From an optimization exercise on the open Yosys and OpenROAD flow, aimed at small area; shortcuts taken in it are not production practice. Where RTL was checked, it was by simulation tests only, not by an equivalence proof against the original. Function not checked in runs 2 and 3: the RTL went through the layout flow alone. In runs 4 to 8 the design's own scripts or RTL, not TritonCTS, make the clock network. The clock input has no modelled driver; a real chip could not lean on it and would need a root buffer or a full tree. No activity file was given, so power comes from the tool's default toggle rates.

===== flow/flow/run.sh =====
#!/bin/bash
set -euo pipefail
export SKIP_REPAIR_TIE_FANOUT=1
export BUFFER_PORTS_ARGS="-buffer_cell sky130_fd_sc_hd__buf_1"
export CTS_ARGS="-sink_clustering_enable -repair_clock_nets -dont_use_dummy_load -buf_list {sky130_fd_sc_hd__clkbuf_4 sky130_fd_sc_hd__clkbuf_8}"
bash standard.sh > standard.log 2>&1

===== flow/standard.sh =====
#!/bin/bash
# synth_recipe.tcl (not shown) runs the flow's synth.tcl, then flattens the netlist and writes it again
# the make line also repeats each setting of config.mk as NAME=value (left out here)
make -C /OpenROAD-flow-scripts/flow DESIGN_CONFIG=/design/flow/config.mk WORK_HOME=/design/flow/orfs CLKGATE_MAP_FILE= SYNTH_SCRIPT=/design/flow/synth_recipe.tcl "${@:-finish}"

===== flow/config.mk =====
export PLATFORM = sky130hd
export DESIGN_NAME = top
export DESIGN_NICKNAME = top
export VERILOG_FILES = /design/flow/design.v
export SDC_FILE = /design/flow/constraint.sdc
export NUM_CORES = 4
export LEC_CHECK = 0
export CAP_MARGIN = 20
export CORE_MARGIN = 2
export CORE_UTILIZATION = 40
export SLEW_MARGIN = 20

===== flow/constraint.sdc =====
create_clock -name core_clock -period 13.5 [get_ports {clk}]
set_input_delay 2.7000 -clock core_clock [delete_from_list [all_inputs] [get_ports {clk}]]
set_output_delay 2.7000 -clock core_clock [all_outputs]
set_load 0.01 [all_outputs]

===== flow/design.v =====
`timescale 1ns / 1ps
module top(
    input wire clk,
    input wire rstn,
    input wire uart_rx,
    output wire uart_tx,
    input wire [3:0] switches,
    output wire spi_cs,
    output wire spi_dq0,
    input wire spi_dq1,
    output wire spi_dq2,
    output wire spi_dq3,
    output wire spi_sck,
    output wire speaker_mute,
    output wire mclk,
    input wire i2c_scl_i,
    output wire i2c_scl_o,
    output wire i2c_scl_t,
    input wire i2c_sda_i,
    output wire i2c_sda_o,
    output wire i2c_sda_t,
    output wire i2s_lrclk,
    output wire i2s_dacdat,
    input wire i2s_adcdat,
    output wire i2s_bclk,
    output wire [31:0] bram_addra,
    input wire [31:0] bram_douta,
    output wire bram_ena,
    output wire bram_rsta
    );
    wire rst = ~rstn;
    assign speaker_mute = 1'b0;
    assign spi_cs = 1'b1;
    assign spi_dq0 = 1'b0;
    assign spi_dq2 = 1'b0;
    assign spi_dq3 = 1'b0;
    assign spi_sck = 1'b0;
    assign bram_rsta = 1'b0;
    assign bram_ena = 1'b1;
    assign i2c_scl_t = 1'b0;
    assign uart_tx = uart_rx;
    reg [2:0] mj;
    always @(posedge clk) begin
        if (rst) mj <= 3'b000;
        else mj <= {mj[1:0], ~mj[2]};
    end
    assign mclk = mj[2];
    reg [4:0] b;
    reg [1:0] v;
    reg [3:0] u;
    wire b_end = &b;
    wire step = b_end & v[1];            
    wire load = step & (&u[2:0]);        
    wire rise = load & ~u[3];
    always @(posedge clk) begin
        if (rst) begin
            b <= 5'd0;
            v <= 2'd0;
            u <= 4'd0;
        end else begin
            b <= b ^ {&b[3:0], &b[2:0], &b[1:0], b[0], 1'b1};
            if (b_end) v <= {v[0], ~v[1] & ~v[0]};
            if (step) u <= u ^ {&u[2:0], &u[1:0], u[0], 1'b1};
        end
    end
    assign i2s_bclk = b[4];
    assign i2s_lrclk = u[3];
    reg [11:0] k;
    wire [11:0] kinc;
    genvar gi;
    assign kinc[0] = 1'b1;
    generate for (gi = 1; gi < 12; gi = gi + 1) begin : kc
        assign kinc[gi] = &k[gi-1:0];
    end endgenerate
    always @(posedge clk) begin
        if (rst) k <= 12'd0;
        else if (rise) k <= (&k[11:7] & (&k[4:2])) ? 12'd0 : k ^ kinc;
    end
    assign bram_addra = {20'b0, k[11:2], 2'b0};
    reg [23:0] d;
    always @(posedge clk) begin
        if (load) d <= bram_douta[31:8];
    end
    reg [2:0] grp;
    always @(*) begin
        case (u[2:0])
            3'd0: grp = d[23:21];
            3'd1: grp = d[20:18];
            3'd2: grp = d[17:15];
            3'd3: grp = d[14:12];
            3'd4: grp = d[11:9];
            3'd5: grp = d[8:6];
            3'd6: grp = d[5:3];
            default: grp = d[2:0];
        endcase
    end
    wire dbit = v[1] ? grp[0] : (v[0] ? grp[1] : grp[2]);
    reg [3:0] t;
    reg [1:0] s;
    reg [3:0] n;
    reg h;
    wire i2c_done = t[3] & t[0];
    wire tail = &s;
    wire hold = i2c_done & n[3] & h;
    always @(posedge clk) begin
        if (rst) begin
            t <= 4'd0;
            s <= 2'd3;
            n <= 4'd8;
            h <= 1'b1;
        end else if (step & ~hold) begin
            if (tail & n[3] & n[0]) begin
                h <= 1'b0;
                n <= 4'd0;
                s <= 2'd0;
            end else if (h) begin
                h <= 1'b0;
                if (n[3] & ~tail) begin
                    n <= 4'd0;
                    s <= {s[1] ^ s[0], ~s[0]};
                    if (s[1]) t <= t ^ {&t[2:0], &t[1:0], t[0], 1'b1};
                end else begin
                    n <= n ^ {&n[2:0], &n[1:0], n[0], 1'b1};
                end
            end else begin
                h <= 1'b1;
            end
        end
    end
    reg [7:0] byte1, byte2;
    always @(*) begin
        case (t)
            4'd0: begin byte1 = 8'b0001111_0; byte2 = 8'b0000_0000; end
            4'd1: begin byte1 = 8'b0000110_0; byte2 = 8'b0111_0000; end
            4'd2: begin byte1 = 8'b0000100_0; byte2 = 8'b0001_0101; end
            4'd3: begin byte1 = 8'b0000001_1; byte2 = 8'b0001_0111; end
            4'd4: begin byte1 = 8'b0000101_0; byte2 = 8'b0000_0000; end
            4'd5: begin byte1 = 8'b0000111_0; byte2 = 8'b0000_1001; end
            4'd6: begin byte1 = 8'b0000010_1; byte2 = 8'b1110_0101; end
            4'd7: begin byte1 = 8'b0001001_0; byte2 = 8'b0000_0001; end
            default: begin byte1 = 8'b0000110_0; byte2 = 8'b0110_0000; end
        endcase
    end
    reg [7:0] cur;
    always @(*) begin
        case (s)
            2'd0: cur = 8'b00110100;
            2'd1: cur = byte1;
            default: cur = byte2;
        endcase
    end
    wire tbit = cur[~n[2:0]];
    wire n_zero = ~|n;
    wire scl_w = h | (tail & ~n_zero);
    wire sdat_w = ~tail & n[3];
    wire sda_w = tail ? (~n_zero & ~(n[3] & n[0])) : (~n[3] & tbit);
    reg sda_dly;
    always @(posedge clk) sda_dly <= sda_w;
    assign i2c_scl_o = scl_w;
    assign i2c_sda_t = sdat_w;
    assign i2c_sda_o = sda_dly;
    wire valid = (|k) | i2c_done;
    assign i2s_dacdat = switches[0] ? i2s_adcdat : (valid & dbit);
endmodule

==> results of run 1 <==
[metal layers]
layer  part of all wire [%]  wire (um)  up-vias  track usage, %
li1                       -          -     1194               -
met1                     49       3080     1098            18.1
met2                     45       2790       45            21.5
met3                    4.0        250       11            2.46
met4                    1.9        120        0            6.74
met5                      0          0        -               0
[worst max-delay path by stage]
stage                            from    endpoint
final                     switches[0]  i2s_dacdat
after global routing      switches[0]  i2s_dacdat
after CTS                 switches[0]  i2s_dacdat
after detailed placement  switches[0]  i2s_dacdat
after global placement    switches[0]  i2s_dacdat
after floorplan           switches[0]  i2s_dacdat
[per-stage QoR]
step	power, uW	cells	area, sq um
final	370	466	3730
after detailed placement	247	457	3600
after floorplan	249	356	3660
after CTS	376	466	3730
after global placement	247	457	3600
after global routing	386	466	3730
[critical path, cell delays in order]
cell and delay [ps]:
buf_1 90, a41oi_1 170, a32o_1 190, buf_1 150
[Yosys cell counts, drive strengths merged (8+ instances only)]
library cell | n | share of area [%]
a21oi | 10 | 1.5
buf | 46 | 9.5
dfxtp | 50 | 27
edfxtp | 24 | 20
ha | 28 | 9.6
inv | 16 | 1.6
mux2i | 9 | 2.5
nand2 | 22 | 2.3
nand3 | 8 | 1.1
nor2 | 35 | 3.6
o21ai | 12 | 1.6
xor2 | 8 | 1.9
[cell type report]
cell class                      count  share of cell area, %
Sequential cell                    74                   46.2
Tap cell                          108                   3.63
Timing Repair Buffer               46                   4.83
Inverter                           17                   1.71
Multi-Input combinational cell    212                   40.3
Clock buffer                        9                   3.32
[cells in the final DEF (no fill, tap or decap), drive strengths merged, types with 8 or more instances in the layout]
cell / synthesis / layout
nor2: 35 / 35
ha: 28 / 28
dfxtp: 50 / 50
mux2i: 9 / 9
edfxtp: 24 / 24
inv: 16 / 16
buf: 46 / 46
o21ai: 12 / 12
nand2: 22 / 22
a21oi: 10 / 10
nand3: 8 / 8
xor2: 8 / 8
clkbuf: 7 / 9
[cells by family after synthesis]
| family | Yosys count |
|---|---|
| and+or+nand+nor | 103 |
| DFF | 74 |
| buffers and inverters | 70 |
| AOI/OAI and AO/OA | 52 |
| adders and majority gates | 28 |
| muxes | 14 |
| xor gates and xnor gates | 13 |
| other | 2 |
[power by group through the flow]
stage               combinational (uW)  clock, uW  sequential [uW]
floorplan                         13.4          0              236
finish                            10.8        129              231
detailed placement                10.9          0              236
CTS                               10.9        134              231
global placement                  10.7          0              236
global route                      12.6        142              231
==> results.toml, run 1 <==
[worst_setup_path]
critical_path_class = "input port to output port"
r2r-end = "k[3]$_SDFFE_PN0P_"
arrival_ps = 3290
reg2reg_from = "b[0]$_SDFF_PN0_"
cp_max_fo = 2
ff2ff_setup_slack_ps = 10660
end_kind = "output port"
cp-start-kind = "input port"
reg2reg_depth = 9
crit_required_ps = 10800

[logic_synthesis]
ys_warn_count = 1
ys_seq_area_share_pct = 47.0
synth_xor_area_share_pct = 3.11
synthSimpleGateAreaFrac_pct = 14.1
synthesis.area_sq_um = 3660
synth.area.mux_share_pct = 4.30
synth_top_flop_cell = "dfxtp_1"
async_flop_share_pct = 0
synth_compound_area_share_pct = 9.70
yosysUniqueCellTypes = 57
synth_cells = 356
synth_seq_cells = 74
avgSynthCellArea_sq_um = 10.3
synthAdderAreaFrac_pct = 9.57
synth-edff-count = 24
synth_top_family_by_area = "simple AND/OR/NAND/NOR gates"
syn_nets = 427

[global_route]
grt_antenna_before_repair = 0
grt_pass1_vias = 2325
grtUsageTotal_pct = 13.6
grt_pass1_wl_mm = 10.9
grt_overflow_total = 0
grt_max_degree = 30

[finish]
fin_nets = 431
drive_above_1_share_pct = 6.15
fillers = 840
multiInputGateArea_sq_um = 1500
seq_area_sq_um = 1720
syn_to_final_growth_pct = 1.78
utilization_pct = 42.3
n_antenna_cell = 0

[cts]
postCtsHoldBufs = 0
post_cts_resized = 0
clock_path_buffers = 2
root_buffer = "clkbuf_8"
cts.sinks = 74
h-tree-depth = 3
cts_buffers = 9
cts_tree = "built"
path_clk_slew_ps = 50
cts_setup_buffers = 0
worstSkewPairLatency_ps = 350

[timing]
max_freq_ghz = 0.167
min_period_ps = 5990
rsz0062_at_grt = "false"
finalSetupViolations = 0
finClkSkew_ps = 39.0
tns_ps = 0
hold_viol = 0
fin_hold_ws_ps = 414
setup_ws_ps = 7510
tightest_slew_ps = 911
slew_headroom_pct = 39.1
drv_slew = 0
finalCritPeriodShare_pct = 44.4

[die]
die_w_um = 99.7
coreArea_sq_um = 8810
rows = 34
die_h_um = 99.7
pin_count = 92
initial_core_util_pct = 41.6
die-area_sq_um = 9940

[power]
clockPowerShare_pct = 34.7
pwr-share-comb_pct = 2.9
p_sw_share_pct = 20.8
seqPwrFrac_pct = 62.4
ir_drop_mv = 0.0619
p_int_uw = 293
power_switching_uw = 77.2
p_per_area_nw_per_um2 = 99.4
p_leak_uw = 0.00144

[hold_path]
holdPathEnd = "b[0]$_SDFF_PN0_"
hold_depth = 1
holdCritPathClass = "flip-flop to flip-flop"
hp-start = "b[0]$_SDFF_PN0_"

[route]
wirelength_mm = 6.23
vias = 2348
wl_per_cell_um = 13.4
antenna_left = 0
drcViolationCount = 0
routed_via_density = 5.04
drt_iter0_drc = 60
dr.pass1.iters = 4

[run]
maxCapViolations = 0

[status]
status = "no timing/DRC/antenna violations"

[placed_design]
portBuffers = 44
preCtsSetupSlack_ps = 7500
place_congestion = 0.798
hpwl_mm = 4.45
==> run 2, diff against run 1 <==
--- a/flow/design.v
+++ b/flow/design.v
@@ -127,28 +127,17 @@
             end
         end
     end
-    reg [7:0] byte1, byte2;
-    always @(*) begin
-        case (t)
-            4'd0: begin byte1 = 8'b0001111_0; byte2 = 8'b0000_0000; end
-            4'd1: begin byte1 = 8'b0000110_0; byte2 = 8'b0111_0000; end
-            4'd2: begin byte1 = 8'b0000100_0; byte2 = 8'b0001_0101; end
-            4'd3: begin byte1 = 8'b0000001_1; byte2 = 8'b0001_0111; end
-            4'd4: begin byte1 = 8'b0000101_0; byte2 = 8'b0000_0000; end
-            4'd5: begin byte1 = 8'b0000111_0; byte2 = 8'b0000_1001; end
-            4'd6: begin byte1 = 8'b0000010_1; byte2 = 8'b1110_0101; end
-            4'd7: begin byte1 = 8'b0001001_0; byte2 = 8'b0000_0001; end
-            default: begin byte1 = 8'b0000110_0; byte2 = 8'b0110_0000; end
-        endcase
-    end
-    reg [7:0] cur;
-    always @(*) begin
-        case (s)
-            2'd0: cur = 8'b00110100;
-            2'd1: cur = byte1;
-            default: cur = byte2;
-        endcase
-    end
+    wire [15:0] w =
+        (t == 4'd0) ? {7'b0001111, 9'b0_0000_0000} :
+        (t == 4'd1) ? {7'b0000110, 9'b0_0111_0000} :
+        (t == 4'd2) ? {7'b0000100, 9'b0_0001_0101} :
+        (t == 4'd3) ? {7'b0000001, 9'b1_0001_0111} :
+        (t == 4'd4) ? {7'b0000101, 9'b0_0000_0000} :
+        (t == 4'd5) ? {7'b0000111, 9'b0_0000_1001} :
+        (t == 4'd6) ? {7'b0000010, 9'b1_1110_0101} :
+        (t == 4'd7) ? {7'b0001001, 9'b0_0000_0001} :
+                      {7'b0000110, 9'b0_0110_0000};
+    wire [7:0] cur = s[1] ? w[7:0] : (s[0] ? w[15:8] : 8'b00110100);
     wire tbit = cur[~n[2:0]];
     wire n_zero = ~|n;
     wire scl_w = h | (tail & ~n_zero);
==> results.toml, run 2 <==
[status]
status = "no timing/DRC/antenna violations"

[logic_synthesis]
synth.area.mux_share_pct = 3.95
synth_cells = 342
synth_commonest_cells = "45 x buf_4, 38 x dfxtp_1, 24 x edfxtp_1, 24 x ha_1, 24 x nor2_1"
synth_xor_area_share_pct = 2.81
synth-edff-count = 24
synth_top_flop_cell = "dfxtp_1"
synth_top_area_share_pct = 22.2
syn_nets = 409
avgSynthCellArea_sq_um = 10.0
synthSimpleGateAreaFrac_pct = 16.3
synth_compound_area_share_pct = 11.7
ys_warn_count = 1
synth_top_family_by_area = "simple AND/OR/NAND/NOR gates"
synth_seq_cells = 62
synthesis.area_sq_um = 3420
synthAdderAreaFrac_pct = 8.77
ys_seq_area_share_pct = 43.3
yosysUniqueCellTypes = 58
async_flop_share_pct = 0
synthTopCellsByArea = "dfxtp_1 22%, edfxtp_1 21%, buf_4 9.9%"
synth_top_area_cell = "dfxtp_1"
yosysMostFrequentCell = "buf_4"

[power]
p_leak_uw = 0.00127
power_switching_uw = 69.4
p_int_uw = 258
seqPwrFrac_pct = 59.9
clockPowerShare_pct = 37.1
p_sw_share_pct = 21.2
p_per_area_nw_per_um2 = 94.5
pwr-share-comb_pct = 3.1
ir_drop_mv = 0.0683

[worst_setup_path]
cp_slowest_cell = "a41oi_1"
cp-start-kind = "input port"
cp_top_family = "compound AO/OA/AOI/OAI gates"
path_cells = "buf_1 > a41oi_1 > a22o_1 > buf_1"
cp-startpoint = "switches[0]"
reg2reg_from = "b[0]$_SDFF_PN0_"
cpMostUsedCell = "buf_1"
cp_max_fo = 2
end_kind = "output port"
arrival_ps = 3250
reg2reg_depth = 9
critical_path_class = "input port to output port"
ff2ff_setup_slack_ps = 10580
crit_required_ps = 10800
critPathMaxStageDelay_ps = 160
path_buf_inv = 2
crit_cells = 4

[die]
coreArea_sq_um = 8260
die-area_sq_um = 9310
initial_core_util_pct = 41.5
rows = 33
die_h_um = 96.5
pin_count = 92
die_w_um = 96.5

[finish]
reg_top3 = "d x24, k x12, b x5"
layout.cells.most_common = "buf_1"
fillers = 815
fin_nets = 409
largest_reg_flops = 24
final_cell_mix = "44 x buf_1, 38 x dfxtp_1, 24 x nor2_1, 24 x ha_1, 24 x edfxtp_1"
drive_above_1_share_pct = 5.29
syn_to_final_growth_pct = 1.10
n_antenna_cell = 0
top_register = "d"

[route]
routed_via_density = 5.09
met2_length_mm = 2.73
wirelength_mm = 5.98
drt_iter0_drc = 86
vias = 2264
wl_per_cell_um = 13.4
top_layer = "met4"
wl_met3_um = 374
dr.pass1.iters = 4
antenna_left = 0
wl_met1_mm = 2.79
drcViolationCount = 0

[timing]
hold_viol = 0
min_period_ps = 5950
tns_ps = 0
finClkSkew_ps = 14.6
rsz0062_at_grt = "false"
setup_ws_ps = 7550
finalSetupViolations = 0
fin_hold_ws_ps = 419
drv_slew = 0
max_freq_ghz = 0.168
tightest_slew_ps = 927
slew_headroom_pct = 38.2
finalCritPeriodShare_pct = 44.1

[global_route]
grtUsageTotal_pct = 13.7
grt_max_degree = 30
grt_antenna_before_repair = 0
grt_pass1_vias = 2109
grt_pass1_wl_mm = 9.66
grt_overflow_total = 0

[cts]
worstSkewPairLatency_ps = 340
root_buffer = "clkbuf_8"
post_cts_resized = 0
cts_buffers = 9
cts_setup_buffers = 0
cts.sinks = 62
postCtsHoldBufs = 0
path_clk_slew_ps = 60
h-tree-depth = 3
cts_tree = "built"
clock_path_buffers = 2

[placed_design]
preCtsSetupSlack_ps = 7560
place_congestion = 0.766
hpwl_mm = 4.15
portBuffers = 44

[hold_path]
hold_depth = 1
holdCritPathClass = "flip-flop to flip-flop"
hp-start = "mj[2]$_SDFF_PN0_"

[run]
maxCapViolations = 0
## run 2: cell count changes in the layout (fill, tap and decap cells not counted), sizes merged, moves of 3 or more
cell    change
ha          -4
inv         -4
a222oi      +4
and3        -4
a221oi      -4
nor2b       +4
and2        +6
or3         +3
and4        +3
nor2       -11
a21boi      +4
dfxtp      -12
## run 2: path summary, 6_finish.rpt
path / to
setup / recovery: i2s_dacdat
hold / removal: mj[0]$_SDFF_PN0_
setup reg to reg: k[8]$_SDFFE_PN0P_
hold reg to reg: mj[0]$_SDFF_PN0_
## run 2: worst reg2reg max path, cell delays in order (launching register included)
cell	delay (ps)
dfxtp_1	340
ha_1	170
and3_1	170
ha_1	290
and3_1	220
and2b_1	440
and4_1	310
nand2_1	70
o21ai_1	660
nor2_1	110
## run 2: routing by layer
metal,global-route usage (%),vias to the layer above
met4,6.34,0
met2,21.6,59
met1,17.2,1035
li1,-,1162
met3,4.42,8
met5,0,-
## run 2: area by class of cell
class	count	area (sq um)	share of cell area [%]
Multi-Input combinational cell	211	1500	43.3
Sequential cell	62	1480	42.8
Timing Repair Buffer	46	180	5.21
Tap cell	105	131	3.80
Clock buffer	9	124	3.58
Inverter	12	45.0	1.30
## run 2: power groups by stage
stage                     Clock, uW  Sequential, uW  Combinational [uW]
after floorplan                   0             200                13.5
after global placement            0             200                10.0
after detailed placement          0             200                10.1
after CTS                       126             196                10.1
after global routing            133             196                11.6
final                           121             196                10.1
## run 2: metrics by stage
stage	total power [uW]	std cells	utilization (%)	instance area, sq um
global placement	210	436	40.4	3340
detailed placement	210	436	40.4	3340
CTS	332	445	41.9	3460
finish	327	445	41.9	3460
global route	340	445	41.9	3460
floorplan	213	342	-	3420
## run 2: cell families (layout without fill, tap and decap cells)
kind of cell    count (synthesis)  count (layout)
xor+xnor                       11              11
other cells                     2               2
flops                          62              62
compound gates                 56              56
simple gates                  105             105
fa+ha+maj                      24              24
buf+inv                        69              67
mux                            13              13
==> run 3, diff against run 2 <==
==> flow/flow/run.sh (replaced) <==
#!/bin/bash
set -euo pipefail
export SKIP_REPAIR_TIE_FANOUT=1
export BUFFER_PORTS_ARGS="-buffer_cell sky130_fd_sc_hd__buf_1"
export CTS_ARGS="-sink_clustering_enable -repair_clock_nets -dont_use_dummy_load -buf_list {sky130_fd_sc_hd__clkbuf_16} -sink_clustering_size 100 -sink_clustering_max_diameter 500"
bash standard.sh > standard.log 2>&1
==> results.toml, run 3 <==
[status]
status = "no timing/DRC/antenna violations"

[cts]
postCtsHoldBufs = 0
path_clk_slew_ps = 50
cts_tree = "built"
h-tree-depth = 3
worstSkewPairLatency_ps = 320
cts_setup_buffers = 0
cts_buffers = 9
clock_path_buffers = 2
root_buffer = "clkbuf_16"
cts.sinks = 62
post_cts_resized = 0

[timing]
setup_ws_ps = 7550
max_freq_ghz = 0.168
finalCritPeriodShare_pct = 44.1
slew_headroom_pct = 37.9
min_period_ps = 5950
drv_slew = 0
hold_viol = 0
rsz0062_at_grt = "false"
finClkSkew_ps = 16.1
tns_ps = 0
tightest_slew_ps = 931
finalSetupViolations = 0

[logic_synthesis]
synth_seq_cells = 62
async_flop_share_pct = 0
syn_nets = 409
avgSynthCellArea_sq_um = 10.0
synth_top_flop_cell = "dfxtp_1"
yosysMostFrequentCell = "buf_4"
synth-edff-count = 24
synth_top_area_cell = "dfxtp_1"
synthTopCellsByArea = "dfxtp_1 22%, edfxtp_1 21%, buf_4 9.9%"
synth_top_area_share_pct = 22.2
ys_warn_count = 1
synth_commonest_cells = "45 x buf_4, 38 x dfxtp_1, 24 x edfxtp_1, 24 x ha_1, 24 x nor2_1"
synth_cells = 342
synthesis.area_sq_um = 3420
yosysUniqueCellTypes = 58
ys_seq_area_share_pct = 43.3

[route]
dr.pass1.iters = 9
wl_per_cell_um = 13.3
drt_iter0_drc = 67
routed_via_density = 5.09
drcViolationCount = 0
wirelength_mm = 5.94
vias = 2265
antenna_left = 0

[power]
p_per_area_nw_per_um2 = 109
p_leak_uw = 0.00132
power.total_uw = 390
ir_drop_mv = 0.0563

[worst_setup_path]
critical_path_class = "input port to output port"
cp-start-kind = "input port"
reg2reg_depth = 9
cp-startpoint = "switches[0]"
cpMostUsedCell = "buf_1"
ff2ff_setup_slack_ps = 10580
r2r-end = "k[8]$_SDFFE_PN0P_"
path_buf_inv = 2
cp_slowest_cell = "a41oi_1"
reg2reg_from = "b[0]$_SDFF_PN0_"
crit_required_ps = 10800
cp_max_fo = 2
path_cells = "buf_1 > a41oi_1 > a22o_1 > buf_1"
crit_cells = 4
end_kind = "output port"
arrival_ps = 3250
cp_top_family = "compound AO/OA/AOI/OAI gates"
endpoint = "i2s_dacdat"
critPathMaxStageDelay_ps = 160

[global_route]
grt_pass1_wl_mm = 9.66
grt_pass1_vias = 2115
grt_max_degree = 30
grtUsageTotal_pct = 13.6
grt_antenna_before_repair = 0
grt_overflow_total = 0

[die]
rows = 33
initial_core_util_pct = 41.5
coreArea_sq_um = 8260
pin_count = 92
die_h_um = 96.5
die_w_um = 96.5
die-area_sq_um = 9310

[finish]
largest_reg_flops = 24
syn_to_final_growth_pct = 4.06
top_register = "d"
fin_nets = 409
reg_top3 = "d x24, k x12, b x5"
final_cell_mix = "44 x buf_1, 38 x dfxtp_1, 24 x nor2_1, 24 x ha_1, 24 x edfxtp_1"
drive_above_1_share_pct = 5.29
fin_cells = 445
n_antenna_cell = 0
layout.cells.most_common = "buf_1"

[placed_design]
place_congestion = 0.766
preCtsSetupSlack_ps = 7560
hpwl_mm = 4.15
portBuffers = 44
dp_cells = 436

[hold_path]
holdCritPathClass = "flip-flop to flip-flop"

[run]
maxCapViolations = 0
==> run 3: worst min path at each step <==
stage	endpoint	cells after the start	from
6_report	mj[0]$_SDFF_PN0_	1	mj[2]$_SDFF_PN0_
2_1_floorplan	b[0]$_SDFF_PN0_	1	b[0]$_SDFF_PN0_
3_3_place_gp	b[0]$_SDFF_PN0_	1	b[0]$_SDFF_PN0_
5_1_grt	mj[0]$_SDFF_PN0_	1	mj[2]$_SDFF_PN0_
3_5_place_dp	mj[0]$_SDFF_PN0_	1	mj[2]$_SDFF_PN0_
4_1_cts	mj[0]$_SDFF_PN0_	1	mj[2]$_SDFF_PN0_
==> run 3: cells by family after synthesis <==
kind of cell	after synthesis	synth area share, %
compound gates	56	11.7
fa+ha+maj	24	8.77
mux	13	3.95
buf+inv	69	12.9
other cells	2	0.219
flops	62	43.3
simple gates	105	16.3
xor+xnor	11	2.81
==> run 3: metrics by stage <==
step           cell area, sq um  hold slack (ps)  util, %
2_1_floorplan              3420              398        -
3_3_place_gp               3340              409     40.4
3_5_place_dp               3340              414     40.4
4_1_cts                    3560              422     43.1
5_1_grt                    3560              430     43.1
6_report                   3560              417     43.1
==> run 3: routing by layer <==
layer  vias up  GRT usage [%]  part of all wire [%]
met5         -              0                     0
met4         0           6.34                  0.76
met3         2           3.96                   4.0
met2        43           21.8                    47
met1      1056           17.1                    48
li1       1164              -                     -
==> run 3: worst reg2reg max path, delay by kind of cell, from the launching register on <==
kind                     cells  cell delay, ps
AND/OR/NAND/NOR              6            1320
adder cells (fa/ha/maj)      2             460
flip-flops                   1             330
AO/OA/AOI/OAI                1             660
==> run 3: where the power goes <==
| group | switching (uW) | internal [uW] |
|---|---|---|
| Sequential | 0.428 | 196 |
| Clock | 67.2 | 116 |
| Combinational | 7.01 | 3.10 |
| Total | 74.6 | 315 |
==> run 3: layout make-up <==
type | count | area, sq um
flip-flops and latches | 62 | 1480
repair buffers | 46 | 180
well taps | 105 | 131
multi-input cells | 211 | 1500
clock buffers | 9 | 225
inverters | 12 | 45.0
fillers | 803 | 4700
==> run 4, diff against run 3 <==
--- a/flow/design.v
+++ b/flow/design.v
@@ -98,23 +98,20 @@
     reg [3:0] t;
     reg [1:0] s;
     reg [3:0] n;
-    reg h;
+    wire tail = &s;
+    wire h = u[0] ^ t[0] ^ tail;
     wire i2c_done = t[3] & t[0];
-    wire tail = &s;
-    wire hold = i2c_done & n[3] & h;
+    wire hold = i2c_done & n[3];
     always @(posedge clk) begin
         if (rst) begin
             t <= 4'd0;
             s <= 2'd3;
             n <= 4'd8;
-            h <= 1'b1;
         end else if (step & ~hold) begin
             if (tail & n[3] & n[0]) begin
-                h <= 1'b0;
                 n <= 4'd0;
                 s <= 2'd0;
             end else if (h) begin
-                h <= 1'b0;
                 if (n[3] & ~tail) begin
                     n <= 4'd0;
                     s <= {s[1] ^ s[0], ~s[0]};
@@ -122,21 +119,26 @@
                 end else begin
                     n <= n ^ {&n[2:0], &n[1:0], n[0], 1'b1};
                 end
-            end else begin
-                h <= 1'b1;
             end
         end
     end
-    wire [15:0] w =
-        (t == 4'd0) ? {7'b0001111, 9'b0_0000_0000} :
-        (t == 4'd1) ? {7'b0000110, 9'b0_0111_0000} :
-        (t == 4'd2) ? {7'b0000100, 9'b0_0001_0101} :
-        (t == 4'd3) ? {7'b0000001, 9'b1_0001_0111} :
-        (t == 4'd4) ? {7'b0000101, 9'b0_0000_0000} :
-        (t == 4'd5) ? {7'b0000111, 9'b0_0000_1001} :
-        (t == 4'd6) ? {7'b0000010, 9'b1_1110_0101} :
-        (t == 4'd7) ? {7'b0001001, 9'b0_0000_0001} :
-                      {7'b0000110, 9'b0_0110_0000};
+    wire [15:0] w;
+    assign w[0] = (t[0] & t[2]) | (t[1]);
+    assign w[1] = (t[0] & t[1] & ~t[2]);
+    assign w[2] = (~t[0] & t[1]) | (t[1] & ~t[2]);
+    assign w[3] = (t[0] & ~t[1] & t[2]);
+    assign w[4] = (t[0] & ~t[2]) | (t[1] & ~t[2]);
+    assign w[5] = (~t[0] & t[1] & t[2]) | (t[0] & ~t[1] & ~t[2]) | (t[3]);
+    assign w[6] = (~t[0] & t[1] & t[2]) | (t[0] & ~t[1] & ~t[2]) | (t[3]);
+    assign w[7] = (~t[0] & t[1] & t[2]);
+    assign w[8] = (~t[0] & t[1] & t[2]) | (t[0] & t[1] & ~t[2]);
+    assign w[9] = (~t[0] & ~t[1] & ~t[3]) | (t[0] & t[1]) | (t[0] & t[2]);
+    assign w[10] = (~t[0] & t[1] & t[2]) | (t[0] & ~t[1]) | (~t[1] & ~t[2]);
+    assign w[11] = (~t[0] & ~t[2]) | (~t[1]);
+    assign w[12] = (~t[0] & ~t[1] & ~t[2] & ~t[3]) | (t[0] & t[1] & t[2]);
+    assign w[13] = 1'b0;
+    assign w[14] = 1'b0;
+    assign w[15] = 1'b0;
     wire [7:0] cur = s[1] ? w[7:0] : (s[0] ? w[15:8] : 8'b00110100);
     wire tbit = cur[~n[2:0]];
     wire n_zero = ~|n;
==> flow/flow/run.sh (replaced) <==
#!/bin/bash
set -euo pipefail
export SKIP_REPAIR_TIE_FANOUT=1
export BUFFER_PORTS_ARGS="-buffer_cell sky130_fd_sc_hd__buf_1"
export CLOCK_LEAF_CELL=sky130_fd_sc_hd__clkbuf_8
export CLOCK_LEAVES=3
export PRE_CTS_TCL=$PWD/flow/cts_pre.tcl
bash standard.sh > standard.log 2>&1
==> flow/flow/cts_pre.tcl (new file) <==
set block [ord::get_db_block]
set db [ord::get_db]
set master [$db findMaster $::env(CLOCK_LEAF_CELL)]
set k $::env(CLOCK_LEAVES)
set clknet [$block findNet clk]
set sinks {}
set xs {}
set ys {}
foreach it [$clknet getITerms] {
  set loc [[$it getInst] getLocation]
  lappend sinks $it
  lappend xs [lindex $loc 0]
  lappend ys [lindex $loc 1]
}
set n [llength $sinks]
# start from sinks spread along the sorted x+y order
set order [lsort -integer -indices [lmap x $xs y $ys {expr {$x + $y}}]]
set cx {}
set cy {}
for {set c 0} {$c < $k} {incr c} {
  set i [lindex $order [expr {int(($c + 0.5) * $n / $k)}]]
  lappend cx [lindex $xs $i]
  lappend cy [lindex $ys $i]
}
set cap [expr {int(ceil(double($n) / $k)) + 1}]
for {set iter 0} {$iter < 30} {incr iter} {
  # balanced assignment: nearest centre with room left, sinks farthest from
  # their best centre first
  set cnt [lrepeat $k 0]
  set asg [lrepeat $n -1]
  set pref {}
  for {set i 0} {$i < $n} {incr i} {
    set best 1e18
    for {set c 0} {$c < $k} {incr c} {
      set d [expr {abs([lindex $xs $i] - [lindex $cx $c]) + abs([lindex $ys $i] - [lindex $cy $c])}]
      if {$d < $best} { set best $d }
    }
    lappend pref [list $i $best]
  }
  foreach p [lsort -real -decreasing -index 1 $pref] {
    set i [lindex $p 0]
    set best 1e18
    set bc -1
    for {set c 0} {$c < $k} {incr c} {
      if {[lindex $cnt $c] >= $cap} continue
      set d [expr {abs([lindex $xs $i] - [lindex $cx $c]) + abs([lindex $ys $i] - [lindex $cy $c])}]
      if {$d < $best} { set best $d; set bc $c }
    }
    lset asg $i $bc
    lset cnt $bc [expr {[lindex $cnt $bc] + 1}]
  }
  set sx [lrepeat $k 0]
  set sy [lrepeat $k 0]
  for {set i 0} {$i < $n} {incr i} {
    set c [lindex $asg $i]
    lset sx $c [expr {[lindex $sx $c] + [lindex $xs $i]}]
    lset sy $c [expr {[lindex $sy $c] + [lindex $ys $i]}]
  }
  for {set c 0} {$c < $k} {incr c} {
    if {[lindex $cnt $c] > 0} {
      lset cx $c [expr {[lindex $sx $c] / [lindex $cnt $c]}]
      lset cy $c [expr {[lindex $sy $c] / [lindex $cnt $c]}]
    }
  }
}
for {set c 0} {$c < $k} {incr c} {
  set buf [odb::dbInst_create $block $master clkbuf_leaf_$c]
  set net [odb::dbNet_create $block clknet_leaf_$c]
  $net setSigType CLOCK
  [$buf findITerm A] connect $clknet
  [$buf findITerm X] connect $net
  $buf setLocation [expr {int([lindex $cx $c])}] [expr {int([lindex $cy $c])}]
  $buf setPlacementStatus PLACED
  set nets($c) $net
}
for {set i 0} {$i < $n} {incr i} {
  set it [lindex $sinks $i]
  $it disconnect
  $it connect $nets([lindex $asg $i])
}
puts "clock: $k x [$master getName] drive $n clock pins, groups of [lsort -integer $cnt]"
proc clock_tree_synthesis {args} {
  puts "clock_tree_synthesis skipped: clock buffered by cts_pre.tcl"
}
==> results.toml, run 4 <==
[logic_synthesis]
async_flop_share_pct = 0
synthTopCellsByArea = "dfxtp_1 22%, edfxtp_1 22%, buf_4 9.6%"
ys_seq_area_share_pct = 44.3
yosysMostFrequentCell = "buf_4"
synth_commonest_cells = "42 x buf_4, 37 x dfxtp_1, 37 x nand2_1, 24 x edfxtp_1, 24 x ha_1"
synth_top_flop_cell = "dfxtp_1"
syn_nets = 403
yosysUniqueCellTypes = 53
synth_seq_cells = 61
synth_cells = 336
synth-edff-count = 24
ys_warn_count = 1
avgSynthCellArea_sq_um = 9.81
synth_top_area_share_pct = 22.5
synthesis.area_sq_um = 3300
synth_top_area_cell = "dfxtp_1"

[route]
dr.pass1.iters = 4
wirelength_mm = 5.57
routed_via_density = 4.93
antenna_left = 0
wl_per_cell_um = 12.8
drcViolationCount = 0
drt_iter0_drc = 109
vias = 2146

[die]
coreArea_sq_um = 8090
rows = 33
initial_core_util_pct = 40.7
pin_count = 92
die_h_um = 94.8
die-area_sq_um = 8980
die_w_um = 94.8

[timing]
finalCritPeriodShare_pct = 44.6
tns_ps = 0
slew_headroom_pct = 41.0
tightest_slew_ps = 884
finalSetupViolations = 0
finClkSkew_ps = 10.8
drv_slew = 0
min_period_ps = 6020
max_freq_ghz = 0.166
hold_viol = 0
rsz0062_at_grt = "false"

[global_route]
grt_pass1_wl_mm = 9.31
grt_max_degree = 30
grt_pass1_vias = 2055
grtUsageTotal_pct = 12.3
grt_overflow_total = 0
grt_antenna_before_repair = 0

[worst_setup_path]
crit_required_ps = 10800
arrival_ps = 3320
cp_max_fo = 2
critical_path_class = "input port to output port"
cp-start-kind = "input port"
end_kind = "output port"

[cts]
postCtsHoldBufs = 0
post_cts_resized = 0
cts_setup_buffers = 0
path_clk_slew_ps = 110
worstSkewPairLatency_ps = 170

[status]
status = "no timing/DRC/antenna violations"

[power]
ir_drop_mv = 0.0821
p_per_area_nw_per_um2 = 82.2
p_leak_uw = 0.00123

[finish]
syn_to_final_growth_pct = -0.987
largest_reg_flops = 24
reg_top3 = "d x24, k x12, b x5"
utilization_pct = 40.3
n_antenna_cell = 0
fin_nets = 399
fillers = 875
final_cell_mix = "44 x buf_1, 37 x nand2_1, 37 x dfxtp_1"
layout.cells.most_common = "buf_1"
top_register = "d"
drive_above_1_share_pct = 3.03

[hold_path]
holdCritPathClass = "flip-flop to flip-flop"

[placed_design]
place_congestion = 0.800
hpwl_mm = 4.07
portBuffers = 44

[run]
maxCapViolations = 0
## run 4: cell types whose count changed after synthesis, sizes merged, moves of 5 or more
cell,change
nand2,+17
mux2i,-5
nor2,-9
nand3,+6
## run 4: report_power, final
group	leakage (uW)	switching [uW]	internal [uW]
clock	0.0000216	44.6	20.9
sequential	0.000515	0.403	192
combinational	0.000692	7.02	3.09
## run 4: area by class of cell
cell class	count	area (sq um)	share of cell area (%)
repair buffers	44	165	5.06
flip-flops and latches	61	1460	44.8
plain buffers	3	41.3	1.27
well taps	105	131	4.03
inverters	17	63.8	1.96
multi-input cells	205	1400	42.9
## run 4: cell families (layout without fill, tap and decap cells)
family          Yosys count  after routing  synth area share, %
simple gates            103            103                 15.7
buf+inv                  70             64                 13.2
flops                    61             61                 44.3
compound gates           59             59                 12.5
fa+ha+maj                24             24                 9.11
xor+xnor                 12             12                 3.42
mux                       5              5                 1.56
other cells               2              2                0.228
## run 4: through the flow
stage          cells  area, sq um  total power [uW]  hold WS (ps)  setup WS, ps
3_5_place_dp     432         3220               207           411          7490
2_1_floorplan    336         3300               210           398          7560
3_3_place_gp     432         3220               207           408          7500
5_1_grt          435         3260               279           454          7460
6_report         435         3260               268           422          7480
4_1_cts          435         3260               255           412          7480
## run 4: layer usage
metal	part of all wire, %	wire [um]	global-route usage [%]
met1	48	2650	16.8
met2	47	2640	21.7
met3	4.2	234	1.44
met4	0.84	47	0.966
met5	0	0	0
## run 4: worst paths after layout
path                                        from                end  slack [ps]  cells past startpoint
worst max-delay path                 switches[0]         i2s_dacdat        7480                      3
worst min-delay path            mj[2]$_SDFF_PN0_   mj[0]$_SDFF_PN0_         420                      1
worst max register to register   b[0]$_SDFF_PN0_  k[9]$_SDFFE_PN0P_       10770                      8
worst min register to register  mj[2]$_SDFF_PN0_   mj[0]$_SDFF_PN0_         420                      1
## run 4: worst max-delay path, cell delays in order
cell	delay, ps
buf_1	90
o41ai_1	350
buf_1	190
==> run 5, diff against run 4 <==
==> flow/flow/run.sh (replaced) <==
#!/bin/bash
set -euo pipefail
export SKIP_REPAIR_TIE_FANOUT=1
export BUFFER_PORTS_ARGS="-buffer_cell sky130_fd_sc_hd__buf_1"
export CLOCK_LEAF_CELL=sky130_fd_sc_hd__clkbuf_8
export CLOCK_LEAVES=4
export PRE_CTS_TCL=$PWD/flow/cts_pre.tcl
bash standard.sh > standard.log 2>&1
==> results.toml, run 5 <==
[finish]
fin_cells = 436
drive_above_1_share_pct = 3.32
largest_reg_flops = 24
utilization_pct = 40.5
n_antenna_cell = 0
fin_area_sq_um = 3280
top_register = "d"
fin_nets = 400
final_cell_mix = "44 x buf_1, 37 x nand2_1, 37 x dfxtp_1"
reg_top3 = "d x24, k x12, b x5"
syn_to_final_growth_pct = -0.570
layout.cells.most_common = "buf_1"

[placed_design]
hpwl_mm = 4.07
dp_cells = 432
place_congestion = 0.800
postPlaceCellArea_sq_um = 3220
portBuffers = 44

[cts]
postCtsHoldBufs = 0
path_clk_slew_ps = 70
cts_setup_buffers = 0
post_cts_resized = 0
worstSkewPairLatency_ps = 160

[timing]
finalCritPeriodShare_pct = 44.6
drv_slew = 0
hold_viol = 0
min_period_ps = 6020
max_freq_ghz = 0.166
tns_ps = 0
finClkSkew_ps = 29.2
tightest_slew_ps = 889
rsz0062_at_grt = "false"
slew_headroom_pct = 40.7
finalSetupViolations = 0

[power]
power.total_uw = 275
p_per_area_nw_per_um2 = 83.9
p_leak_uw = 0.00124
ir_drop_mv = 0.0782

[worst_setup_path]
crit_required_ps = 10800
cpMostUsedCell = "buf_1"
cp_top_family = "compound AO/OA/AOI/OAI gates"
cp_max_fo = 2
cp-start-kind = "input port"
critical_path_class = "input port to output port"
cp_slowest_cell = "o41ai_1"
path_buf_inv = 2
end_kind = "output port"
path_cells = "buf_1 > o41ai_1 > buf_1"
arrival_ps = 3320
critPathMaxStageDelay_ps = 340

[route]
drt_iter0_drc = 100
dr.pass1.iters = 4
antenna_left = 0
wirelength_mm = 5.59
vias = 2151
wl_per_cell_um = 12.8
drcViolationCount = 0
routed_via_density = 4.93

[global_route]
grt_max_degree = 30
grt_antenna_before_repair = 0
grt_overflow_total = 0
grt_pass1_vias = 2051
grtUsageTotal_pct = 12.5
grt_pass1_wl_mm = 9.42

[logic_synthesis]
synth_cells = 336
synth_top_area_cell = "dfxtp_1"
synth_top_area_share_pct = 22.5
yosysMostFrequentCell = "buf_4"
synth-edff-count = 24
syn_nets = 403
async_flop_share_pct = 0
synth_top_flop_cell = "dfxtp_1"
synth_seq_cells = 61
yosysUniqueCellTypes = 53
synthesis.area_sq_um = 3300
synthTopCellsByArea = "dfxtp_1 22%, edfxtp_1 22%, buf_4 9.6%"
ys_warn_count = 1
avgSynthCellArea_sq_um = 9.81
ys_seq_area_share_pct = 44.3
synth_commonest_cells = "42 x buf_4, 37 x dfxtp_1, 37 x nand2_1, 24 x edfxtp_1, 24 x ha_1"

[die]
initial_core_util_pct = 40.7
coreArea_sq_um = 8090
die_h_um = 94.8
rows = 33
die_w_um = 94.8
pin_count = 92
die-area_sq_um = 8980

[hold_path]
holdCritPathClass = "flip-flop to flip-flop"

[run]
maxCapViolations = 0

[status]
status = "no timing/DRC/antenna violations"
-- run 5: cell counts after synthesis --
No cell type changed its count.
-- run 5: layout make-up --
cell class	instances	area, sq um
Buffer	4	55.1
Fill cell	876	4820
Inverter	17	63.8
Multi-Input combinational cell	205	1400
Sequential cell	61	1460
Tap cell	105	131
Timing Repair Buffer	44	165
-- run 5: per-stage QoR --
step                hold WS (ps)  setup slack, ps
finish                       416             7480
global route                 448             7460
CTS                          412             7480
detailed placement           411             7490
global placement             408             7500
floorplan                    398             7560
-- run 5: metal layers --
metal,global-route usage [%],part of all wire [%],vias to the layer above
li1,-,-,1115
met1,16.8,46,1000
met2,22.2,48,32
met3,1.60,4.7,4
met4,1.21,1.2,0
met5,0,0,-
-- run 5: worst register-to-register path: cells and delay by family (launching register included) --
kind | cells | cell delay [ps]
adders and majority gates | 2 | 530
AOI/OAI and AO/OA | 1 | 690
DFF | 1 | 350
and+or+nand+nor | 5 | 1020
-- run 5: worst paths after layout --
kind | from | endpoint | slack [ps] | cells after the start
setup / recovery | switches[0] | i2s_dacdat | 7480 | 3
hold reg to reg | mj[2]$_SDFF_PN0_ | mj[0]$_SDFF_PN0_ | 420 | 1
hold / removal | mj[2]$_SDFF_PN0_ | mj[0]$_SDFF_PN0_ | 420 | 1
setup reg to reg | b[0]$_SDFF_PN0_ | k[9]$_SDFFE_PN0P_ | 10770 | 8
-- run 5: cells by family after synthesis --
group,count (synthesis),share of synthesized area (%)
AO/OA/AOI/OAI,59,12.5
XOR/XNOR,12,3.42
adder cells (fa/ha/maj),24,9.11
buffers and inverters,70,13.2
flip-flops,61,44.3
multiplexers,5,1.56
other,2,0.228
AND/OR/NAND/NOR,103,15.7
-- run 5: where the power goes --
group | switching (uW) | internal (uW) | leakage, uW
Sequential | 0.401 | 192 | 0.000515
Clock | 45.0 | 27.4 | 0.0000288
Combinational | 7.00 | 3.09 | 0.000692
==> run 6, diff against run 5 <==
--- a/flow/design.v
+++ b/flow/design.v
@@ -59,8 +59,8 @@
             u <= 4'd0;
         end else begin
             b <= b ^ {&b[3:0], &b[2:0], &b[1:0], b[0], 1'b1};
-            if (b_end) v <= {v[0], ~v[1] & ~v[0]};
-            if (step) u <= u ^ {&u[2:0], &u[1:0], u[0], 1'b1};
+            v <= v ^ {b_end & (v[1] | v[0]), b_end & ~v[1]};
+            u <= u ^ {load, step & u[1] & u[0], step & u[0], step};
         end
     end
     assign i2s_bclk = b[4];
@@ -68,33 +68,24 @@
     reg [11:0] k;
     wire [11:0] kinc;
     genvar gi;
-    assign kinc[0] = 1'b1;
+    assign kinc[0] = rise;
     generate for (gi = 1; gi < 12; gi = gi + 1) begin : kc
-        assign kinc[gi] = &k[gi-1:0];
+        assign kinc[gi] = kinc[gi-1] & k[gi-1];
     end endgenerate
     always @(posedge clk) begin
-        if (rst) k <= 12'd0;
-        else if (rise) k <= (&k[11:7] & (&k[4:2])) ? 12'd0 : k ^ kinc;
+        if (rst | (rise & (&k[11:7]) & (&k[4:2]))) k <= 12'd0;
+        else k <= k ^ kinc;
     end
     assign bram_addra = {20'b0, k[11:2], 2'b0};
     reg [23:0] d;
     always @(posedge clk) begin
         if (load) d <= bram_douta[31:8];
     end
-    reg [2:0] grp;
-    always @(*) begin
-        case (u[2:0])
-            3'd0: grp = d[23:21];
-            3'd1: grp = d[20:18];
-            3'd2: grp = d[17:15];
-            3'd3: grp = d[14:12];
-            3'd4: grp = d[11:9];
-            3'd5: grp = d[8:6];
-            3'd6: grp = d[5:3];
-            default: grp = d[2:0];
-        endcase
-    end
-    wire dbit = v[1] ? grp[0] : (v[0] ? grp[1] : grp[2]);
+    wire [7:0] col0 = {d[2], d[5], d[8], d[11], d[14], d[17], d[20], d[23]};
+    wire [7:0] col1 = {d[1], d[4], d[7], d[10], d[13], d[16], d[19], d[22]};
+    wire [7:0] col2 = {d[0], d[3], d[6], d[9], d[12], d[15], d[18], d[21]};
+    wire [7:0] col = v[1] ? col2 : (v[0] ? col1 : col0);
+    wire dbit = col[u[2:0]];
     reg [3:0] t;
     reg [1:0] s;
     reg [3:0] n;
@@ -102,24 +93,21 @@
     wire h = u[0] ^ t[0] ^ tail;
     wire i2c_done = t[3] & t[0];
     wire hold = i2c_done & n[3];
+    wire adv = step & ~hold;
+    wire wrap_t = adv & tail & n[3] & n[0];          
+    wire end_byte = adv & h & n[3] & ~tail;          
+    wire inc_n = adv & h & ~(n[3] & ~tail);
+    wire inc_t = end_byte & s[1];
     always @(posedge clk) begin
         if (rst) begin
             t <= 4'd0;
             s <= 2'd3;
             n <= 4'd8;
-        end else if (step & ~hold) begin
-            if (tail & n[3] & n[0]) begin
-                n <= 4'd0;
-                s <= 2'd0;
-            end else if (h) begin
-                if (n[3] & ~tail) begin
-                    n <= 4'd0;
-                    s <= {s[1] ^ s[0], ~s[0]};
-                    if (s[1]) t <= t ^ {&t[2:0], &t[1:0], t[0], 1'b1};
-                end else begin
-                    n <= n ^ {&n[2:0], &n[1:0], n[0], 1'b1};
-                end
-            end
+        end else begin
+            n <= n ^ {(inc_n & n[2] & n[1] & n[0]) | end_byte | wrap_t,
+                      inc_n & n[1] & n[0], inc_n & n[0], inc_n | wrap_t};
+            s <= s ^ {(end_byte & s[0]) | wrap_t, end_byte | wrap_t};
+            t <= t ^ {inc_t & t[2] & t[1] & t[0], inc_t & t[1] & t[0], inc_t & t[0], inc_t};
         end
     end
     wire [15:0] w;
--- a/flow/config.mk
+++ b/flow/config.mk
@@ -5,6 +5,7 @@
 export SDC_FILE = /design/flow/constraint.sdc
 export NUM_CORES = 4
 export LEC_CHECK = 0
+export ABC_AREA = 1
 export CAP_MARGIN = 20
 export CORE_MARGIN = 2
 export CORE_UTILIZATION = 40
==> results.toml, run 6 <==
[die]
pin_count = 92
initial_core_util_pct = 40.9
die_h_um = 92.5
coreArea_sq_um = 7650
die-area_sq_um = 8550
die_w_um = 92.5
rows = 32

[power]
p_leak_uw = 0.00132
p_per_area_nw_per_um2 = 88.3
ir_drop_mv = 0.0400

[timing]
rsz0062_at_grt = "false"
tns_ps = 0
setup_ws_ps = 7590
finalSetupViolations = 0
finalCritPeriodShare_pct = 43.8
tightest_slew_ps = 734
min_period_ps = 5910
max_freq_ghz = 0.169
finClkSkew_ps = 20.5
hold_viol = 0
slew_headroom_pct = 51.1
drv_slew = 0

[worst_setup_path]
crit_required_ps = 10800
reg2reg_depth = 19
critical_path_class = "input port to output port"
endpoint = "i2s_dacdat"
end_kind = "output port"
cp_max_fo = 2
ff2ff_setup_slack_ps = 9820
cp-start-kind = "input port"
reg2reg_from = "b[0]$_SDFF_PN0_"
r2r-end = "k[11]$_SDFF_PP0_"
cp-startpoint = "switches[0]"
arrival_ps = 3210

[logic_synthesis]
synthTopCellsByArea = "dfxtp_1 24%, edfxtp_1 23%, buf_4 11%"
synth_cells = 354
synth_top_area_share_pct = 23.7
synth_seq_cells = 61
ys_warn_count = 1
synth-edff-count = 24
synth_top_flop_cell = "dfxtp_1"
syn_nets = 414
yosysMostFrequentCell = "nand2_1"
async_flop_share_pct = 0
avgSynthCellArea_sq_um = 8.84
synth_top_area_cell = "dfxtp_1"
synth_commonest_cells = "65 x nand2_1, 44 x buf_4, 37 x dfxtp_1, 36 x inv_1"
synthesis.area_sq_um = 3130
yosysUniqueCellTypes = 34
ys_seq_area_share_pct = 46.7

[run]
maxCapViolations = 0

[global_route]
grt_overflow_total = 0
grtUsageTotal_pct = 12.7
grt_antenna_before_repair = 0
grt_max_degree = 30
grt_pass1_vias = 2065
grt_pass1_wl_mm = 9.29

[cts]
cts_setup_buffers = 0
postCtsHoldBufs = 0
path_clk_slew_ps = 100
post_cts_resized = 0
worstSkewPairLatency_ps = 160

[finish]
fillers = 780
reg_top3 = "d x24, k x12, b x5"
layout.cells.most_common = "nand2_1"
n_antenna_cell = 0
syn_to_final_growth_pct = -0.200
fin_area_sq_um = 3120
largest_reg_flops = 24
multiInputGateArea_sq_um = 1130
final_cell_mix = "65 x nand2_1, 44 x buf_1, 37 x dfxtp_1"
seq_area_sq_um = 1460
utilization_pct = 40.8
drive_above_1_share_pct = 6.52
top_register = "d"
fin_nets = 415

[status]
status = "no timing/DRC/antenna violations"

[route]
routed_via_density = 4.69
wl_per_cell_um = 12.0
dr.pass1.iters = 4
vias = 2134
drcViolationCount = 0
drt_iter0_drc = 73
wirelength_mm = 5.44
antenna_left = 0

[placed_design]
place_congestion = 0.846
portBuffers = 44
postPlaceCellArea_sq_um = 3070
hpwl_mm = 4.06
preCtsSetupSlack_ps = 7580

[hold_path]
holdCritPathClass = "flip-flop to flip-flop"
## run 6: changes by cell type in the layout (fill, tap and decap cells not counted), sizes merged, moves of 7 or more
cell	previous run	this run
and2	10	0
a21boi	7	0
nor2b	10	0
inv	16	40
nand3	12	37
nand2	37	67
o211ai	3	10
nor2	15	32
ha	24	17
## run 6: cell type report
cell class	instances	area share (%)
flip-flops and latches	61	46.8
repair buffers	46	5.77
well taps	102	4.09
multi-input cells	200	36.3
inverters	42	5.29
plain buffers	4	1.76
## run 6: through the flow
stage / total power (uW) / hold slack [ps] / instances
after floorplan: 210 / 390 / 354
after global placement: 207 / 394 / 451
after detailed placement: 208 / 401 / 451
after CTS: 262 / 402 / 455
after global routing: 288 / 436 / 455
final: 276 / 421 / 455
## run 6: routing by layer
metal / track usage [%] / vias up / part of all wire, %
met5: 0 / - / 0
li1: - / 1118 / -
met3: 1.22 / 9 / 4.4
met2: 22.3 / 43 / 46
met4: 1.99 / 0 / 1.9
met1: 17.4 / 964 / 47
## run 6: critical path: stages
cell and delay (ps):
buf_1 80, a41oi_1 160, nand2_1 70, nand2_1 60, buf_1 150
## run 6: kinds of logic (layout without fill, tap and decap cells)
group                    count (synthesis)  count (layout)  share of synthesized area, %
adder cells (fa/ha/maj)                 17              17                          6.80
AND/OR/NAND/NOR                        146             146                          21.6
flip-flops                              61              61                          46.7
AO/OA/AOI/OAI                           31              31                          6.28
other                                    2               2                         0.240
XOR/XNOR                                 4               4                          1.12
buffers and inverters                   93              92                          17.3
## run 6: power by group
group	internal, uW	total (uW)	switching [uW]	leakage, uW
clock	27.4	72.2	44.8	0.0000288
sequential	192	193	0.475	0.000515
combinational	2.98	10.9	7.90	0.000775
## run 6: how the worst min path moves through the flow
| stage | from | endpoint | slack (ps) | cells after the start |
|---|---|---|---|---|
| final | mj[0]$_SDFF_PN0_ | mj[1]$_SDFF_PN0_ | 420 | 2 |
| after global routing | mj[0]$_SDFF_PN0_ | mj[1]$_SDFF_PN0_ | 440 | 2 |
| after CTS | mj[0]$_SDFF_PN0_ | mj[1]$_SDFF_PN0_ | 400 | 2 |
| after detailed placement | mj[0]$_SDFF_PN0_ | mj[1]$_SDFF_PN0_ | 400 | 2 |
| after global placement | mj[0]$_SDFF_PN0_ | mj[1]$_SDFF_PN0_ | 390 | 2 |
| after floorplan | mj[0]$_SDFF_PN0_ | mj[1]$_SDFF_PN0_ | 390 | 2 |
==> run 7, diff against run 6 <==
--- a/flow/config.mk
+++ b/flow/config.mk
@@ -5,7 +5,6 @@
 export SDC_FILE = /design/flow/constraint.sdc
 export NUM_CORES = 4
 export LEC_CHECK = 0
-export ABC_AREA = 1
 export CAP_MARGIN = 20
 export CORE_MARGIN = 2
 export CORE_UTILIZATION = 40
==> results.toml, run 7 <==
[logic_synthesis]
avgSynthCellArea_sq_um = 10.4
synth_top_area_share_pct = 23.0
synth_top_area_cell = "dfxtp_1"
synth_cells = 309
synthesis.area_sq_um = 3220
synth-edff-count = 24
synthTopCellsByArea = "dfxtp_1 23%, edfxtp_1 22%, buf_4 10%"
synth_commonest_cells = "44 x buf_4, 37 x dfxtp_1, 30 x and2_1, 24 x edfxtp_1, 17 x ha_1"
yosysMostFrequentCell = "buf_4"
syn_nets = 369
ys_seq_area_share_pct = 45.4
synth_seq_cells = 61
yosysUniqueCellTypes = 50
async_flop_share_pct = 0
synth_top_flop_cell = "dfxtp_1"
ys_warn_count = 1

[cts]
cts_setup_buffers = 0
worstSkewPairLatency_ps = 160
path_clk_slew_ps = 90
postCtsHoldBufs = 0
post_cts_resized = 0

[finish]
top_register = "d"
n_antenna_cell = 0
fin_nets = 359
reg_top3 = "d x24, k x12, b x5"
syn_to_final_growth_pct = -1.71
final_cell_mix = "44 x buf_1, 37 x dfxtp_1, 30 x and2_1"
largest_reg_flops = 24
layout.cells.most_common = "buf_1"
drive_above_1_share_pct = 4.38

[route]
routed_via_density = 4.91
dr.pass1.iters = 4
antenna_left = 0
drcViolationCount = 0
drt_iter0_drc = 79
wirelength_mm = 4.92
vias = 1959
wl_per_cell_um = 12.3

[die]
die-area_sq_um = 8770
coreArea_sq_um = 7770
initial_core_util_pct = 41.4
rows = 32
die_w_um = 93.7
pin_count = 92
die_h_um = 93.7

[worst_setup_path]
critPathMaxStageDelay_ps = 210
cp-start-kind = "input port"
cpMostUsedCell = "buf_1"
reg2reg_from = "b[0]$_SDFF_PN0_"
critical_path_class = "input port to output port"
r2r-end = "k[11]$_SDFF_PP0_"
cp_max_fo = 2
endpoint = "i2s_dacdat"
cp_slowest_cell = "a32o_1"
ff2ff_setup_slack_ps = 9370
end_kind = "output port"
path_cells = "buf_1 > a41oi_1 > a32o_1 > buf_1"
cp-startpoint = "switches[0]"
arrival_ps = 3320
crit_required_ps = 10800
reg2reg_depth = 20

[global_route]
grt_antenna_before_repair = 0
grt_pass1_vias = 1813
grt_max_degree = 30
grt_overflow_total = 0
grtUsageTotal_pct = 11.2
grt_pass1_wl_mm = 8.34

[timing]
tightest_slew_ps = 892
finalSetupViolations = 0
setup_ws_ps = 7480
fin_hold_ws_ps = 427
rsz0062_at_grt = "false"
max_freq_ghz = 0.166
slew_headroom_pct = 40.5
finClkSkew_ps = 10.4
drv_slew = 0
tns_ps = 0
finalCritPeriodShare_pct = 44.6
hold_viol = 0
min_period_ps = 6020

[power]
p_leak_uw = 0.00117
p_per_area_nw_per_um2 = 86.8
ir_drop_mv = 0.0648
power.total_uw = 274

[run]
maxCapViolations = 0

[placed_design]
hpwl_mm = 3.53
portBuffers = 44
place_congestion = 0.775
preCtsSetupSlack_ps = 7470

[hold_path]
holdCritPathClass = "flip-flop to flip-flop"

[status]
status = "no timing/DRC/antenna violations"
[run 7: cells by family after synthesis]
kind of cell / synth area share, %
adder cells (fa/ha/maj): 6.61
other: 0.234
AND/OR/NAND/NOR: 16.9
buffers and inverters: 13.5
XOR/XNOR: 3.50
multiplexers: 4.98
flip-flops: 45.4
AO/OA/AOI/OAI: 8.83
[run 7: power by group]
group	leakage (uW)	total, uW	switching (uW)	internal [uW]
registers	0.000515	193	0.459	192
clock network	0.0000288	71.8	44.4	27.4
logic	0.000626	9.85	6.86	2.99
[run 7: how the worst min path moves through the flow]
stage | start | endpoint | slack, ps | depth (start not counted)
2_1_floorplan | b[0]$_SDFF_PN0_ | b[0]$_SDFF_PN0_ | 400 | 1
3_3_place_gp | b[0]$_SDFF_PN0_ | b[0]$_SDFF_PN0_ | 410 | 1
3_5_place_dp | mj[2]$_SDFF_PN0_ | mj[0]$_SDFF_PN0_ | 400 | 1
4_1_cts | mj[2]$_SDFF_PN0_ | mj[0]$_SDFF_PN0_ | 420 | 1
5_1_grt | b[0]$_SDFF_PN0_ | b[0]$_SDFF_PN0_ | 440 | 1
6_report | mj[2]$_SDFF_PN0_ | mj[0]$_SDFF_PN0_ | 430 | 1
[run 7: routing by layer]
metal | vias up | global-route usage (%) | routed length, um
met3 | 6 | 0.883 | 220
met5 | - | 0 | 0
li1 | 1015 | - | -
met4 | 0 | 2.05 | 109
met1 | 898 | 16.0 | 2370
met2 | 40 | 18.8 | 2220
[run 7: critical path: cells and delay by family]
family | cells | cell delay [ps]
buf+inv | 2 | 250
compound gates | 2 | 370
[run 7: final cells by class]
type                    instances  area, sq um
fillers                       788         4610
flip-flops and latches         61         1460
multi-input cells             182         1330
repair buffers                 44          165
well taps                     102          128
plain buffers                   4         55.1
inverters                       6         22.5
[run 7: metrics by stage]
| step | instances | cell area, sq um | utilization [%] |
|---|---|---|---|
| global placement | 395 | 3100 | 39.9 |
| finish | 399 | 3160 | 40.7 |
| floorplan | 309 | 3220 | - |
| detailed placement | 395 | 3110 | 40.0 |
| global route | 399 | 3160 | 40.7 |
| CTS | 399 | 3160 | 40.7 |
==> run 8, diff against run 7 <==
--- a/flow/design.v
+++ b/flow/design.v
@@ -92,20 +92,20 @@
     wire tail = &s;
     wire h = u[0] ^ t[0] ^ tail;
     wire i2c_done = t[3] & t[0];
-    wire hold = i2c_done & n[3];
+    wire hold = i2c_done & n[2];
     wire adv = step & ~hold;
-    wire wrap_t = adv & tail & n[3] & n[0];          
-    wire end_byte = adv & h & n[3] & ~tail;          
-    wire inc_n = adv & h & ~(n[3] & ~tail);
+    wire wrap_t = adv & tail & n[3];                         
+    wire end_byte = adv & h & ~tail & n[3] & (~s[1] | n[0]);  
+    wire inc_n = adv & h & ~(~tail & n[3] & (~s[1] | n[0]));
     wire inc_t = end_byte & s[1];
     always @(posedge clk) begin
         if (rst) begin
             t <= 4'd0;
             s <= 2'd3;
-            n <= 4'd8;
+            n <= 4'd7;
         end else begin
             n <= n ^ {(inc_n & n[2] & n[1] & n[0]) | end_byte | wrap_t,
-                      inc_n & n[1] & n[0], inc_n & n[0], inc_n | wrap_t};
+                      inc_n & n[1] & n[0], inc_n & n[0], inc_n | (end_byte & n[0])};
             s <= s ^ {(end_byte & s[0]) | wrap_t, end_byte | wrap_t};
             t <= t ^ {inc_t & t[2] & t[1] & t[0], inc_t & t[1] & t[0], inc_t & t[0], inc_t};
         end
@@ -129,10 +129,9 @@
     assign w[15] = 1'b0;
     wire [7:0] cur = s[1] ? w[7:0] : (s[0] ? w[15:8] : 8'b00110100);
     wire tbit = cur[~n[2:0]];
-    wire n_zero = ~|n;
-    wire scl_w = h | (tail & ~n_zero);
-    wire sdat_w = ~tail & n[3];
-    wire sda_w = tail ? (~n_zero & ~(n[3] & n[0])) : (~n[3] & tbit);
+    wire scl_w = h | tail;
+    wire sdat_w = ~tail & n[3] & ~n[0];
+    wire sda_w = ~n[3] & (tail | tbit);
     reg sda_dly;
     always @(posedge clk) sda_dly <= sda_w;
     assign i2c_scl_o = scl_w;
==> flow/flow/run.sh (replaced) <==
#!/bin/bash
set -euo pipefail
export SKIP_REPAIR_TIE_FANOUT=1
export BUFFER_PORTS_ARGS="-buffer_cell sky130_fd_sc_hd__buf_1"
export CLOCK_LEAF_CELL=sky130_fd_sc_hd__clkbuf_8
export CLOCK_LEAVES=3
export PRE_CTS_TCL=$PWD/flow/cts_pre.tcl
bash standard.sh > standard.log 2>&1
--- a/flow/config.mk
+++ b/flow/config.mk
@@ -7,5 +7,6 @@
 export LEC_CHECK = 0
 export CAP_MARGIN = 20
 export CORE_MARGIN = 2
-export CORE_UTILIZATION = 40
+export CORE_UTILIZATION = 65
+export PLACE_DENSITY = 0.75
 export SLEW_MARGIN = 20
==> results.toml, run 8 <==
[finish]
utilization_pct = 64.3
fin_cells = 325
layout.cells.most_common = "buf_1"
fin_area_sq_um = 3000
syn_to_final_growth_pct = -3.70
largest_reg_flops = 24
fin_nets = 334
final_cell_mix = "44 x buf_1, 37 x dfxtp_1, 29 x and2_1"
n_antenna_cell = 0
top_register = "d"
reg_top3 = "d x24, k x12, b x5"
drive_above_1_share_pct = 5.54

[worst_setup_path]
critical_path_class = "input port to output port"
path_cells = "buf_1 > a41oi_1 > a32o_1 > buf_1"
cp_max_fo = 2
cp-start-kind = "input port"
cp_slowest_cell = "a41oi_1"
arrival_ps = 3330
cpMostUsedCell = "buf_1"
crit_required_ps = 10800
end_kind = "output port"
critPathMaxStageDelay_ps = 200

[die]
die-area_sq_um = 5360
die_w_um = 73.2
initial_core_util_pct = 66.8
pin_count = 92
die_h_um = 73.2
rows = 25
coreArea_sq_um = 4660

[timing]
setup_ws_ps = 7470
slew_headroom_pct = 41.8
tightest_slew_ps = 873
tns_ps = 0
finalSetupViolations = 0
hold_viol = 0
finClkSkew_ps = 12.5
finalCritPeriodShare_pct = 44.7
drv_slew = 0
min_period_ps = 6030
rsz0062_at_grt = "false"
max_freq_ghz = 0.166

[placed_design]
postPlaceCellArea_sq_um = 2960
preCtsSetupSlack_ps = 7470
hpwl_mm = 3.28
dp_cells = 322
portBuffers = 44
place_congestion = 0.900

[global_route]
grtUsageTotal_pct = 17.3
grt_overflow_total = 0
grt_max_degree = 30
grt_pass1_wl_mm = 7.56
grt_pass1_vias = 1683
grt_antenna_before_repair = 0

[logic_synthesis]
avgSynthCellArea_sq_um = 11.1
synth-edff-count = 24
synth_cells = 281
synth_top_area_cell = "dfxtp_1"
ys_seq_area_share_pct = 46.9
yosysUniqueCellTypes = 48
syn_nets = 342
synthTopCellsByArea = "dfxtp_1 24%, edfxtp_1 23%, buf_4 10%"
synth_top_area_share_pct = 23.8
synth_top_flop_cell = "dfxtp_1"
async_flop_share_pct = 0
synthesis.area_sq_um = 3110
synth_seq_cells = 61
synth_commonest_cells = "43 x buf_4, 37 x dfxtp_1, 29 x and2_1, 24 x edfxtp_1, 18 x ha_1"
ys_warn_count = 1
yosysMostFrequentCell = "buf_4"

[cts]
postCtsHoldBufs = 0
path_clk_slew_ps = 110
worstSkewPairLatency_ps = 170
post_cts_resized = 0
cts_setup_buffers = 0

[route]
drt_iter0_drc = 142
wl_per_cell_um = 13.8
drcViolationCount = 0
dr.pass1.iters = 4
antenna_left = 0
wirelength_mm = 4.47
vias = 1833
routed_via_density = 5.64

[status]
status = "no timing/DRC/antenna violations"

[hold_path]
holdCritPathClass = "flip-flop to flip-flop"

[run]
maxCapViolations = 0

[power]
ir_drop_mv = 0.0940
p_per_area_nw_per_um2 = 88.3
p_leak_uw = 0.00115
run 8: kinds of logic (layout without fill, tap and decap cells):
family | after synthesis | after routing | share of synthesized area (%)
fa+ha+maj | 18 | 18 | 7.23
other cells | 2 | 2 | 0.241
buf+inv | 64 | 54 | 13.5
simple gates | 80 | 80 | 14.8
mux | 10 | 10 | 5.67
xor+xnor | 11 | 11 | 3.09
flops | 61 | 61 | 46.9
compound gates | 35 | 35 | 8.48
run 8: area by class of cell:
cell class / instances / area, sq um
fillers: 380 / 1660
plain buffers: 3 / 41.3
inverters: 6 / 22.5
flip-flops and latches: 61 / 1460
well taps: 54 / 67.6
repair buffers: 45 / 173
multi-input cells: 156 / 1230
run 8: critical path: cells and delay by family:
family                 cells  cell delay [ps]
buffers and inverters      2              250
AOI/OAI and AO/OA          2              380
run 8: worst paths after layout:
path | startpoint | end | slack [ps] | depth (start not counted)
min reg2reg | mj[2]$_SDFF_PN0_ | mj[0]$_SDFF_PN0_ | 430 | 1
max | switches[0] | i2s_dacdat | 7470 | 4
min | mj[2]$_SDFF_PN0_ | mj[0]$_SDFF_PN0_ | 430 | 1
max reg2reg | b[0]$_SDFF_PN0_ | k[11]$_SDFF_PP0_ | 9550 | 20
run 8: metal layers:
metal | routed length (um) | up-vias | global-route usage, %
met2 | 2080 | 43 | 27.6
met5 | 0 | - | 0
li1 | - | 927 | -
met3 | 211 | 4 | 0.829
met1 | 2140 | 859 | 27.0
met4 | 40 | 0 | 2.06
run 8: stage by stage:
step	power [uW]	hold slack, ps
after global routing	275	462
final	265	430
after floorplan	210	398
after global placement	206	412
after detailed placement	207	403
after CTS	254	416
run 8: where the power goes:
part	internal, uW	leakage [uW]	switching (uW)
combinational	3.03	0.000615	6.89
sequential	192	0.000515	0.437
clock	20.8	0.0000216	41.4
total	216	0.00115	48.7

Setup slack of run 8, layout unchanged: 7.472 ns with ideal ports, 7.451 ns with driving cells assumed (clock clkbuf_16, inputs buf_2), 7.451 ns with port delays also shifted by the 0.206 ns mid clock arrival.
